From an optimization exercise on the open Yosys and OpenROAD flow, aimed at small area; shortcuts taken in it are not production practice. At most, simulation tests tie the RTL to the original design; equivalence was not proved. Power is estimated from default activity; no workload was simulated.

## old
==> module KFPS2KB_Shift_Register, before the edit <==
module KFPS2KB_Shift_Register (
    input   logic           clock,
    input   logic           reset,
    input   logic           device_clock,
    input   logic           device_data,
    output  logic   [7:0]   register,
    output  logic           recieved_flag,
    output  logic           error_flag
);
    localparam logic [9:0] LFSR_OVER = 10'h164;
    logic           prev_device_clock;
    logic           device_clock_edge;
    logic           busy;
    logic   [1:0]   flag;
    logic   [9:0]   shift_register;
    logic   [9:0]   timer;
    logic           over;
    logic           timeout_cycle;
    logic           start;
    logic           stop_edge;
    logic           good;
    assign device_clock_edge = prev_device_clock & ~device_clock;
    assign over          = busy & (timer == LFSR_OVER);
    assign timeout_cycle = ~busy & flag[1] & flag[0];
    assign start         = ~busy & ~timeout_cycle & device_clock_edge & ~device_data;
    assign stop_edge     = busy & shift_register[0] & device_clock_edge;
    assign good          = device_data & ^shift_register[9:1];
    assign register      = shift_register[8:1];
    assign recieved_flag = flag[0] & ~flag[1];
    assign error_flag    = flag[1];
    always_ff @(negedge clock, posedge reset) begin
        if (reset) begin
            prev_device_clock <= 1'b0;
            busy              <= 1'b0;
            flag              <= 2'b00;
        end
        else begin
            prev_device_clock <= device_clock;
            if (over) begin
                busy <= 1'b0;
                flag <= {1'b1, ~device_clock_edge};
            end
            else if (timeout_cycle) begin
                busy <= 1'b0;
                flag <= 2'b10;
            end
            else if (stop_edge) begin
                busy <= 1'b0;
                flag <= good ? 2'b01 : 2'b10;
            end
            else begin
                busy <= busy | start;
                flag <= 2'b00;
            end
        end
    end
    always_ff @(negedge clock, posedge reset) begin
        if (reset)
            shift_register <= 10'b0;
        else if (start)
            shift_register <= 10'b10_0000_0000;
        else if (busy & ~shift_register[0] & device_clock_edge)
            shift_register <= {device_data, shift_register[9:1]};
    end
    always_ff @(negedge clock, posedge reset) begin
        if (reset)
            timer <= 10'b0;
        else if (busy & ~device_clock_edge)
            timer <= {timer[8:0], ~(timer[9] ^ timer[6])};
        else
            timer <= 10'b0;
    end
endmodule
==> module KFPS2KB, before the edit <==
module KFPS2KB #(
    parameter over_time = 16'd1000
) (
    input   logic           clock,
    input   logic           reset,
    input   logic           device_clock,
    input   logic           device_data,
    output  logic           irq,
    output  logic   [7:0]   keycode,
    input   logic           clear_keycode
);
    logic   [7:0]   register;
    logic           recieved_flag;
    logic           error_flag;
    logic           break_flag;
    KFPS2KB_Shift_Register u_Shift_Register (
        .clock          (clock),
        .reset          (reset),
        .device_clock   (device_clock),
        .device_data    (device_data),
        .register       (register),
        .recieved_flag  (recieved_flag),
        .error_flag     (error_flag)
    );
    logic   [7:0]   converted;
    KFPS2KB_Table u_Table (.code(register), .out(converted));
    logic is_break_code;
    assign is_break_code = (register == 8'hF0);
    always_ff @(negedge clock, posedge reset) begin
        if (reset) begin
            irq         <= 1'b0;
            keycode     <= 8'h00;
            break_flag  <= 1'b0;
        end
        else if (clear_keycode) begin
            irq         <= 1'b0;
            keycode     <= 8'h00;
            break_flag  <= 1'b0;
        end
        else if (error_flag | (recieved_flag & irq)) begin
            irq         <= 1'b1;
            keycode     <= 8'hFF;
            break_flag  <= 1'b0;
        end
        else if (recieved_flag) begin
            break_flag  <= is_break_code;
            if (~is_break_code) begin
                irq         <= 1'b1;
                keycode     <= converted | {break_flag, 7'h00};
            end
        end
    end
endmodule
clock: 10.0 ns
lec_check: 0
cap_margin: 20
core_margin: 2
core_utilization: 40
slew_margin: 20
standard.sh (not shown) runs the stock make flow with config.mk's settings and CLKGATE_MAP_FILE= SYNTH_SCRIPT=/design/flow/synth_recipe.tcl, a recipe that flattens the netlist after the stock synthesis.
==> flow/flow/run.sh <==
#!/bin/bash
# Layout flow: the standard ORFS flow with an area-oriented synthesis
# (no half/full-adder extraction, area-oriented ABC mapping), port buffers
# of the smallest buffer cell, and a clock tree without dummy loads.
set -euo pipefail
WD=$(pwd)
FD=$WD/flow
mkdir -p $WD/myflow
# synthesis script: the standard flow's, with ORFS's synth.tcl replaced by a copy that
# skips the adder extraction and runs ABC with flow/area.abc
sed "s#source \$::env(SCRIPTS_DIR)/synth.tcl#source $WD/myflow/synth_core.tcl#" synth_recipe.tcl > $WD/myflow/my_synth.tcl
grep -q "myflow/synth_core.tcl" $WD/myflow/my_synth.tcl
python3 - "$FLOW_HOME/scripts/synth.tcl" "$WD/myflow/synth_core.tcl" "$FD/area.abc" <<'P'
import sys
s = open(sys.argv[1]).read()
a = s.index('# Technology mapping of adders')
b = s.index('# Technology mapping of latches')
s = s[:a] + s[b:]
old = "  log_cmd abc {*}$abc_args\n"
assert old in s
s = s.replace(old, "  log_cmd abc -script %s {*}[lrange $abc_args 2 end]\n" % sys.argv[3])
open(sys.argv[2], 'w').write(s)
P
bash standard.sh \
  SYNTH_SCRIPT=$WD/myflow/my_synth.tcl \
  "BUFFER_PORTS_ARGS=-buffer_cell sky130_fd_sc_hd__buf_1" \
  "CTS_ARGS=-sink_clustering_enable -repair_clock_nets -dont_use_dummy_load" \
  finish > $WD/flow_make.log 2>&1
==> flow/flow/area.abc <==
strash
dch -f
amap
topo
dnsize -c
#### Input delta (new over old)
diff --git a/flow/design.v b/flow/design.v
--- a/flow/design.v
+++ b/flow/design.v
@@ -12,7 +12,8 @@
     logic           device_clock_edge;
     logic           busy;
-    logic   [1:0]   flag;
     logic   [9:0]   shift_register;
     logic   [9:0]   timer;
+    logic   [1:0]   flag;
+    logic   [1:0]   next_flag;
     logic           over;
     logic           timeout_cycle;
@@ -20,7 +21,9 @@
     logic           stop_edge;
     logic           good;
+    logic           next_busy;
     assign device_clock_edge = prev_device_clock & ~device_clock;
+    assign flag          = busy ? 2'b00 : timer[1:0];
     assign over          = busy & (timer == LFSR_OVER);
-    assign timeout_cycle = ~busy & flag[1] & flag[0];
+    assign timeout_cycle = flag[1] & flag[0];
     assign start         = ~busy & ~timeout_cycle & device_clock_edge & ~device_data;
     assign stop_edge     = busy & shift_register[0] & device_clock_edge;
@@ -29,28 +32,30 @@
     assign recieved_flag = flag[0] & ~flag[1];
     assign error_flag    = flag[1];
+    always_comb begin
+        if (over) begin
+            next_busy = 1'b0;
+            next_flag = {1'b1, ~device_clock_edge};
+        end
+        else if (timeout_cycle) begin
+            next_busy = 1'b0;
+            next_flag = 2'b10;
+        end
+        else if (stop_edge) begin
+            next_busy = 1'b0;
+            next_flag = good ? 2'b01 : 2'b10;
+        end
+        else begin
+            next_busy = busy | start;
+            next_flag = 2'b00;
+        end
+    end
     always_ff @(negedge clock, posedge reset) begin
         if (reset) begin
             prev_device_clock <= 1'b0;
             busy              <= 1'b0;
-            flag              <= 2'b00;
         end
         else begin
             prev_device_clock <= device_clock;
-            if (over) begin
-                busy <= 1'b0;
-                flag <= {1'b1, ~device_clock_edge};
-            end
-            else if (timeout_cycle) begin
-                busy <= 1'b0;
-                flag <= 2'b10;
-            end
-            else if (stop_edge) begin
-                busy <= 1'b0;
-                flag <= good ? 2'b01 : 2'b10;
-            end
-            else begin
-                busy <= busy | start;
-                flag <= 2'b00;
-            end
+            busy              <= next_busy;
         end
     end
@@ -66,4 +71,6 @@
         if (reset)
             timer <= 10'b0;
+        else if (~next_busy)
+            timer <= {8'b0, next_flag};
         else if (busy & ~device_clock_edge)
             timer <= {timer[8:0], ~(timer[9] ^ timer[6])};
@@ -100,17 +107,15 @@
     logic is_break_code;
     assign is_break_code = (register == 8'hF0);
+    assign irq = |keycode;
     always_ff @(negedge clock, posedge reset) begin
         if (reset) begin
-            irq         <= 1'b0;
             keycode     <= 8'h00;
             break_flag  <= 1'b0;
         end
         else if (clear_keycode) begin
-            irq         <= 1'b0;
             keycode     <= 8'h00;
             break_flag  <= 1'b0;
         end
         else if (error_flag | (recieved_flag & irq)) begin
-            irq         <= 1'b1;
             keycode     <= 8'hFF;
             break_flag  <= 1'b0;
@@ -118,8 +123,6 @@
         else if (recieved_flag) begin
             break_flag  <= is_break_code;
-            if (~is_break_code) begin
-                irq         <= 1'b1;
+            if (~is_break_code)
                 keycode     <= converted | {break_flag, 7'h00};
-            end
         end
     end
--- outcome ---
- Going from old to new, the fill cell instance count of the final layout was found to have gone down by 6.
- [compare] base=old new=new: clock input transition at the sequential cells of the worst setup and hold paths level, highest ir drop seen on vdd moved up, number of standard cells in the layout, taps in and fillers out moved down, post-route core utilization moved up, synthesis-to-layout area growth moved down.
- Number of cells in the design after placement down 6 in new wrt old
- Of new and old, the run reporting the lower post-synth design cell area was new.
- new vs old — internal power climbed by a little under 10%
- Against old, new reports a post-route cell area that is lower.
- Measured against each other, new and old differ in wire length of the first global-routing pass, the lower figure coming from old.
The RTL of old was laid out without a check of its function.

job 669:
KFPS2KB, a different RTL version from the one above (not shown whole).
Size in the first run: roughly 31 flip-flops, ~14 I/O pins.
==> module KFPS2KB_Shift_Register, before the edit <==
module KFPS2KB_Shift_Register (
    input   logic           clock,
    input   logic           reset,
    input   logic           device_clock,
    input   logic           device_data,
    output  logic   [7:0]   register,
    output  logic           recieved_flag,
    output  logic           error_flag
);
    localparam logic [9:0] LFSR_START = 10'd4;
    localparam logic [9:0] LFSR_OVER  = 10'd520;
    localparam logic [9:0] LFSR_MASK  = 10'd503;
    logic           prev_device_clock;
    logic           device_clock_edge;
    logic           busy;
    logic   [9:0]   shift_register;
    logic   [9:0]   timer;
    logic   [1:0]   flag;
    logic   [1:0]   next_flag;
    logic           over;
    logic           timeout_cycle;
    logic           start;
    logic           stop_edge;
    logic           good;
    logic           next_busy;
    assign device_clock_edge = prev_device_clock & ~device_clock;
    assign flag          = busy ? 2'b00 : timer[1:0];
    assign over          = busy & ((timer & LFSR_MASK) == (LFSR_OVER & LFSR_MASK));
    assign timeout_cycle = flag[1] & flag[0];
    assign start         = ~busy & ~timeout_cycle & device_clock_edge & ~device_data;
    assign stop_edge     = busy & shift_register[0] & device_clock_edge;
    assign good          = device_data & ^shift_register[9:1];
    assign register      = shift_register[8:1];
    assign recieved_flag = flag[0] & ~flag[1];
    assign error_flag    = flag[1];
    always_comb begin
        if (over) begin
            next_busy = 1'b0;
            next_flag = {1'b1, ~device_clock_edge};
        end
        else if (timeout_cycle) begin
            next_busy = 1'b0;
            next_flag = 2'b10;
        end
        else if (stop_edge) begin
            next_busy = 1'b0;
            next_flag = good ? 2'b01 : 2'b10;
        end
        else begin
            next_busy = busy | start;
            next_flag = 2'b00;
        end
    end
    always_ff @(negedge clock, posedge reset) begin
        if (reset) begin
            prev_device_clock <= 1'b0;
            busy              <= 1'b0;
        end
        else begin
            prev_device_clock <= device_clock;
            busy              <= next_busy;
        end
    end
    always_ff @(negedge clock, posedge reset) begin
        if (reset)
            shift_register <= 10'b0;
        else if (start)
            shift_register <= 10'b10_0000_0000;
        else if (busy & ~shift_register[0] & device_clock_edge)
            shift_register <= {device_data, shift_register[9:1]};
    end
    localparam logic [9:0] TIMER_INV = 10'b10_1010_1000;
    logic   [9:0]   timer_q;
    logic   [9:0]   next_timer;
    assign timer = timer_q ^ TIMER_INV;
    always_comb begin
        if (~next_busy)
            next_timer = {8'b0, next_flag};
        else if (busy & ~device_clock_edge)
            next_timer = {timer[8:0], timer[9] ^ timer[2]};
        else
            next_timer = LFSR_START;
    end
    always_ff @(negedge clock, posedge reset) begin
        if (reset)
            timer_q <= 10'b0;
        else
            timer_q <= next_timer ^ TIMER_INV;
    end
endmodule
clock: 10.0 ns
lec_check: 0
cap_margin: 20
core_margin: 2
core_utilization: 40
slew_margin: 20
==> flow/flow/run.sh <==
#!/bin/bash
# Layout flow: the standard ORFS flow with an area-oriented synthesis
# (no half/full-adder extraction; the combinational logic is optimised by
# ABC with the scripts flow/abc_*.abc, run four at a time, and the smallest
# netlist is kept), port buffers of the smallest buffer cell, and a clock
# tree of clkbuf_4 cells without dummy loads.
set -euo pipefail
WD=$(pwd)
FD=$WD/flow
M=$WD/myflow
mkdir -p $M
# synthesis script: the standard flow's, with ORFS's synth.tcl replaced by a copy that
# skips the adder extraction and runs ABC with the script in $MY_ABC_SCRIPT
sed "s#source \$::env(SCRIPTS_DIR)/synth.tcl#source $M/synth_core.tcl#" synth_recipe.tcl > $M/my_synth.tcl
grep -q "myflow/synth_core.tcl" $M/my_synth.tcl
python3 - "$FLOW_HOME/scripts/synth.tcl" "$M/synth_core.tcl" <<'P'
import sys
s = open(sys.argv[1]).read()
a = s.index('# Technology mapping of adders')
b = s.index('# Technology mapping of latches')
s = s[:a] + s[b:]
old = "  log_cmd abc {*}$abc_args\n"
assert old in s
s = s.replace(old, "  log_cmd abc -script $::env(MY_ABC_SCRIPT) {*}[lrange $abc_args 2 end]\n")
open(sys.argv[2], 'w').write(s)
P
ARGS=(
  SYNTH_SCRIPT=$M/my_synth.tcl
  "BUFFER_PORTS_ARGS=-buffer_cell sky130_fd_sc_hd__buf_1"
  "CTS_ARGS=-sink_clustering_enable -repair_clock_nets -dont_use_dummy_load -buf_list sky130_fd_sc_hd__clkbuf_4 -root_buf sky130_fd_sc_hd__clkbuf_4"
)
pids=()
for f in $FD/abc_*.abc; do
  n=$(basename $f .abc)
  sed "s#WORK_HOME=$WD/orfs #WORK_HOME=$M/$n #" standard.sh > $M/standard_$n.sh
  grep -q "WORK_HOME=$M/$n " $M/standard_$n.sh
  MY_ABC_SCRIPT=$f bash $M/standard_$n.sh "${ARGS[@]}" synth > $WD/synth_$n.log 2>&1 &
  pids+=($!)
  if [[ ${#pids[@]} -ge 4 ]]; then
    for p in "${pids[@]}"; do wait $p; done
    pids=()
  fi
done
for p in "${pids[@]}"; do wait $p; done
best=""
bestarea=""
for f in $FD/abc_*.abc; do
  n=$(basename $f .abc)
  area=$(grep -m1 "Chip area for module" $M/$n/reports/sky130hd/KFPS2KB/base/synth_stat.txt | awk '{print $NF}')
  echo "$n $area" >> $WD/synth_areas.log
  if [[ -z "$best" ]] || python3 -c "import sys; sys.exit(0 if float('$area') < float('$bestarea') else 1)"; then
    best=$n; bestarea=$area
  fi
done
echo "kept $best $bestarea" >> $WD/synth_areas.log
mkdir -p $WD/orfs
cp -rp $M/$best/results $M/$best/reports $M/$best/logs $M/$best/objects $WD/orfs/
MY_ABC_SCRIPT=$FD/$best.abc bash standard.sh "${ARGS[@]}" finish > $WD/flow_make.log 2>&1
Other scripts of this flow, unchanged in this note and not shown: flow/flow/abc_a.abc, flow/flow/abc_d1.abc, flow/flow/abc_d2.abc, flow/flow/abc_d3.abc, flow/flow/abc_d4.abc, flow/flow/abc_d5.abc, flow/flow/abc_d6.abc, flow/flow/abc_d7.abc
For job 7110, these inputs were changed with respect to job 669:
diff --git a/flow/design.v b/flow/design.v
--- a/flow/design.v
+++ b/flow/design.v
@@ -4,15 +4,13 @@
     input   logic           device_clock,
     input   logic           device_data,
     output  logic   [7:0]   register,
     output  logic           recieved_flag,
     output  logic           error_flag
 );
-    localparam logic [9:0] LFSR_START = 10'd4;
-    localparam logic [9:0] LFSR_OVER  = 10'd520;
-    localparam logic [9:0] LFSR_MASK  = 10'd503;
+    localparam logic [9:0] LFSR_OVER = 10'h164;
     logic           prev_device_clock;
     logic           device_clock_edge;
     logic           busy;
     logic   [9:0]   shift_register;
     logic   [9:0]   timer;
     logic   [1:0]   flag;
@@ -22,13 +20,13 @@
     logic           start;
     logic           stop_edge;
     logic           good;
     logic           next_busy;
     assign device_clock_edge = prev_device_clock & ~device_clock;
     assign flag          = busy ? 2'b00 : timer[1:0];
-    assign over          = busy & ((timer & LFSR_MASK) == (LFSR_OVER & LFSR_MASK));
+    assign over          = busy & (timer == LFSR_OVER);
     assign timeout_cycle = flag[1] & flag[0];
     assign start         = ~busy & ~timeout_cycle & device_clock_edge & ~device_data;
     assign stop_edge     = busy & shift_register[0] & device_clock_edge;
     assign good          = device_data & ^shift_register[9:1];
     assign register      = shift_register[8:1];
     assign recieved_flag = flag[0] & ~flag[1];
@@ -74,15 +72,15 @@
     logic   [9:0]   next_timer;
     assign timer = timer_q ^ TIMER_INV;
     always_comb begin
         if (~next_busy)
             next_timer = {8'b0, next_flag};
         else if (busy & ~device_clock_edge)
-            next_timer = {timer[8:0], timer[9] ^ timer[2]};
+            next_timer = {timer[8:0], ~(timer[9] ^ timer[6])};
         else
-            next_timer = LFSR_START;
+            next_timer = 10'b0;
     end
     always_ff @(negedge clock, posedge reset) begin
         if (reset)
             timer_q <= 10'b0;
         else
             timer_q <= next_timer ^ TIMER_INV;
Results
Reported for job 7110 and job 669, diode insertion count for antenna repair turned out identical to the last digit. Area added between synthesis and finish: job 7110 vs job 669, no meaningful difference. Looking at global-route wire length before repair, job 7110 sits above job 669. Diff job 7110..job 669 | number of sequential cells in the layout | unchanged. Sort job 7110 and job 669 by fraction of power spent switching nets, ascending, and job 669 comes first.
Only the layout flow was run in job 669; the RTL was not checked for function there.
